This is an optimization exercise on Yosys and OpenROAD, whose aim is small area, not a production implementation.
The RTL was checked by simulation tests, not by an equivalence proof against the original design.
No activity file was given, so power comes from the tool's default toggle rates.

## Main
module Main(LED, AN, R, G, B, HS, VS,
            reset, clk, i_0, i_1, i_2, i_3, AI_switch, invis_switch, paddlesize_switch, ballspeed_switch);
  input i_0, i_1, i_2, i_3, clk, reset;
  input AI_switch;
  input paddlesize_switch;
  input ballspeed_switch;
  input invis_switch;
  output [2:0] R, G;
  output [1:0] B;
  output HS;
  output VS;
  output [6:0] LED;
  output [3:0] AN;
  function [6:0] seg;
    input [3:0] n;
    case (n)
      4'd0: seg = 7'b0000001;
      4'd1: seg = 7'b1001111;
      4'd2: seg = 7'b0010010;
      4'd3: seg = 7'b0000110;
      4'd4: seg = 7'b1001100;
      4'd5: seg = 7'b0100100;
      4'd6: seg = 7'b0100000;
      4'd7: seg = 7'b0001111;
      4'd8: seg = 7'b0000000;
      4'd9: seg = 7'b0000100;
      default: seg = 7'b0000001;
    endcase
  endfunction
  reg [1:0] cl;
  reg [11:0] cu;
  reg cc_o;
  always @(posedge clk) begin
    if (reset) begin
      cl <= 2'd0;
      cu <= 12'd0;
      cc_o <= 1'b0;
    end else begin
      cl <= cl + 2'd1;
  ...
Size: roughly 2000 cells after synthesis, about 31 I/O pins, about 0.013 mm2 of cells after synthesis.
clock: 100.0 ns
lec_check: 0
abc_area: 1
cap_margin: 20
core_margin: 2
core_utilization: 55
slew_margin: 20
standard.sh (not shown) runs the stock make flow with config.mk's settings and CLKGATE_MAP_FILE= SYNTH_SCRIPT=/design/flow/synth_recipe.tcl, a recipe that flattens the netlist after the stock synthesis.
==> flow/flow/run.sh <==
#!/bin/bash
# Own layout flow: the standard synthesis, then the combinational logic between the
# registers is re-mapped for area with ABC (registers untouched; a few ABC seeds are
# tried in parallel and the smallest netlist kept), then the standard layout from
# floorplan to finish with the knobs in flow/knobs.sh.
set -euo pipefail
WORK=$(pwd)
R=$WORK/orfs/results/${FLOW_PLATFORM}/Main/base
YOSYS=${FLOW_HOME}/../tools/install/yosys/bin/yosys
LIB=${FLOW_HOME}/platforms/${FLOW_PLATFORM}/lib/sky130_fd_sc_hd__tt_025C_1v80.lib

# layout knobs read by the ORFS scripts
source $WORK/flow/knobs.sh

bash standard.sh synth > $WORK/flow_synth.log 2>&1
cp $R/1_2_yosys.v $WORK/std_synth.v

reopt() {
  local S=$1
  local SCRIPT
  SCRIPT=$(sed "s/@SEED@/$S/" $WORK/flow/abc.script | tr -d '\n')
  $YOSYS -p "
read_liberty -ignore_miss_func $LIB
read_verilog $WORK/std_synth.v
hierarchy -top ${FLOW_TOP}
setattr -mod -set keep_hierarchy 1 sky130_fd_sc_hd__*df* sky130_fd_sc_hd__*dl*
flatten
opt_clean -purge
abc -liberty $LIB -script +$SCRIPT -dont_use *probe* -dont_use *lpflow*
opt_clean -purge
hilomap -singleton -hicell sky130_fd_sc_hd__conb_1 HI -locell sky130_fd_sc_hd__conb_1 LO
insbuf -buf sky130_fd_sc_hd__buf_4 A X
splitnets
opt_clean -purge
select ${FLOW_TOP}
tee -o $WORK/reopt_stat_$S.txt stat -liberty $LIB
write_verilog -noattr -nohex -nodec -selected $WORK/reopt_$S.v
" > $WORK/flow_reopt_$S.log 2>&1 || true
}

SEEDS="1 2 3"
for S in $SEEDS; do reopt $S & done
wait

# keep the smallest re-mapped netlist that has exactly the standard synthesis's registers
seqcells() { grep -oE '^ *sky130_fd_sc_hd__[a-z0-9_]*(df|dl)[a-z0-9_]* +[^ ]+' "$1" | sed 's/^ *//' | sort; }
seqcells $WORK/std_synth.v > $WORK/std_regs.txt
best=""; best_area=""
for S in $SEEDS; do
  f=$WORK/reopt_$S.v
  [[ -s $f ]] || continue
  grep -qE '^ *reg ' $f && continue
  seqcells $f | cmp -s - $WORK/std_regs.txt || continue
  a=$(grep -oE "Chip area for module .*: [0-9.]+" $WORK/reopt_stat_$S.txt | awk '{print $NF}' || true)
  [[ -n "$a" ]] || continue
  echo "seed $S area $a" >> $WORK/reopt_choice.txt
  if [[ -z "$best" ]] || awk -v a="$a" -v b="$best_area" 'BEGIN{exit !(a<b)}'; then best=$S; best_area=$a; fi
done
if [[ -n "$best" ]]; then
  echo "chosen seed $best" >> $WORK/reopt_choice.txt
  cp $WORK/reopt_$best.v $R/1_2_yosys.v
else
  echo "no re-mapped netlist kept, using the standard one" >> $WORK/reopt_choice.txt
fi
rm -f $R/1_synth.odb
bash standard.sh finish > $WORK/flow_layout.log 2>&1
Other scripts of this flow, unchanged in this note and not shown: flow/flow/abc.script, flow/flow/knobs.sh
The first run finished clean.
==> next run, changes <==
--- a/flow/design.v
+++ b/flow/design.v
@@ -245,26 +245,25 @@
     else if (sd == 15'd0 || sd == 15'd18002) sd <= {14'd0, startgamereg};
     else sd <= {sd[13:0], sd[14] ^ sd[13]};
   end
   wire startgame = (sd != 15'd0) && (sd != 15'd1);
   reg [15:0] od;
   always @(posedge clk) begin
     if (reset) od <= 16'd0;
     else if (od == 16'd63010) od <= 16'd0;
     else od <= {od[14:0], od[15] ^ od[14] ^ od[12] ^ od[3]} | {15'd0, (od == 16'd0) & outofbounds};
   end
   wire oobd = (od == 16'd2);
   reg [8:0] aipos;
-  wire [9:0] cpx = {1'b0, aipos} - {5'b0, paddlewidth[5:1]};    
-  wire [8:0] comppos = cpx[8:0];
+  wire [8:0] comppos = aipos - (paddlewidth / 2);
   reg [8:0] p0, p1;
   wire [8:0] count_0 = AI_switch ? comppos : p0;
   wire [8:0] count_1 = p1;
   wire prst = reset | (s1 > 4'd8) | (s2 > 4'd8);
   wire [8:0] plim = 9'd470 - {3'd0, paddlewidth};
   wire p0le = p0 <= plim;
   wire p0ge = p0 >= 9'd10;
   wire p1le = p1 <= plim;
   wire p1ge = p1 >= 9'd10;
   always @(posedge clk) begin
     if (prst) p0 <= 9'd220;
     else if (p0ge && p0le && (btn_0 || btn_1)) p0 <= p0 + {{8{btn_0}}, 1'b1};
@@ -373,26 +372,26 @@
   wire tick220 = (c220 == 9'd374);
   wire aiplay = (bx < 9'd160) && mv && left && AI_switch;
   wire [4:0] hp = paddlewidth[5:1];                   
   wire [3:0] qn = noise ? paddlewidth[5:2] : 4'd0;    
   wire signed [11:0] sby = {3'b0, by};
   wire signed [11:0] sap = {3'b0, aipos};
   wire signed [11:0] shp = {7'b0, hp};
   wire signed [11:0] sqn = {8'b0, qn};
   wire signed [11:0] dya = sby - sap;
   wire signed [11:0] aoff = hitreg ? (sqn - 12'sd6) : (shp + 12'sd10);
   wire aup = (dya - aoff) > 12'sd0;
   wire adn = (dya + aoff) < 12'sd0;
-  wire Bc = !cpx[9] && (comppos <= plim);                       
-  wire Dc = cpx[9] || (comppos > 9'd10);                        
+  wire Bc = (sap >= shp) && (sap + shp <= 12'sd470);            
+  wire Dc = (sap < shp) || (sap > shp + 12'sd10);               
   wire lowA = (sby + 12'sd6 < sqn);
   wire lowC = (sby + sqn < 12'sd6);
   wire lowE = (sby < shp + 12'sd10);
   wire pinc = hitreg ? ((lowA || aup) && Bc) : (lowE || (aup && Bc));
   wire pdec = hitreg ? (!lowC && adn && Dc) : (adn && Dc);
   wire ai_inc = aiplay ? pinc : ((sap < 12'sd240) && Bc);
   wire ai_dec = aiplay ? pdec : ((sap > 12'sd240) && Dc);
   always @(posedge clk) begin
     if (reset) begin
       aicnt <= 7'd0;
       aipos <= 9'd220;
     end else if (tick220) begin
Effect: Via count stays flat. Cell area is about the same. Power came out lower by 0.93%. Hold slack improved by 0.014 ns. Setup slack degrades by 0.24 ns. Global-route usage came out lower by 0.63 points.

## afterwards: timing with drivers on the ports
How much do the figures lean on ideal ports? The routed layouts below were timed once more, with nothing changed but the port constraints.
Step 1: set_driving_cell puts a clkbuf_16 on clk and a buf_2 on each other input, an assumption about the parent block.
Step 2 times the ports against the registers' clock, not the clock port: input delays grow and output delays shrink by t, the midpoint of the rising clock arrivals with the driver on.
a / b / c = no drivers / after step 1 / after step 2; a / b = the first two.
run | t, ns | setup slack, ns | clock arrival spread, ns | pins driven straight from the clock port
the first run | 0.576 | 74.697 / 74.725 / 74.149 | 0.046 / 0.047 | 1
the second run | 0.555 | 74.460 / 74.481 / 73.926 | 0.074 / 0.074 | 1
After both steps setup and hold are still met in every run listed. For the first run, which loses most, drivers alone change the setup slack by +0.028 ns; drivers and shift together by -0.548 ns.
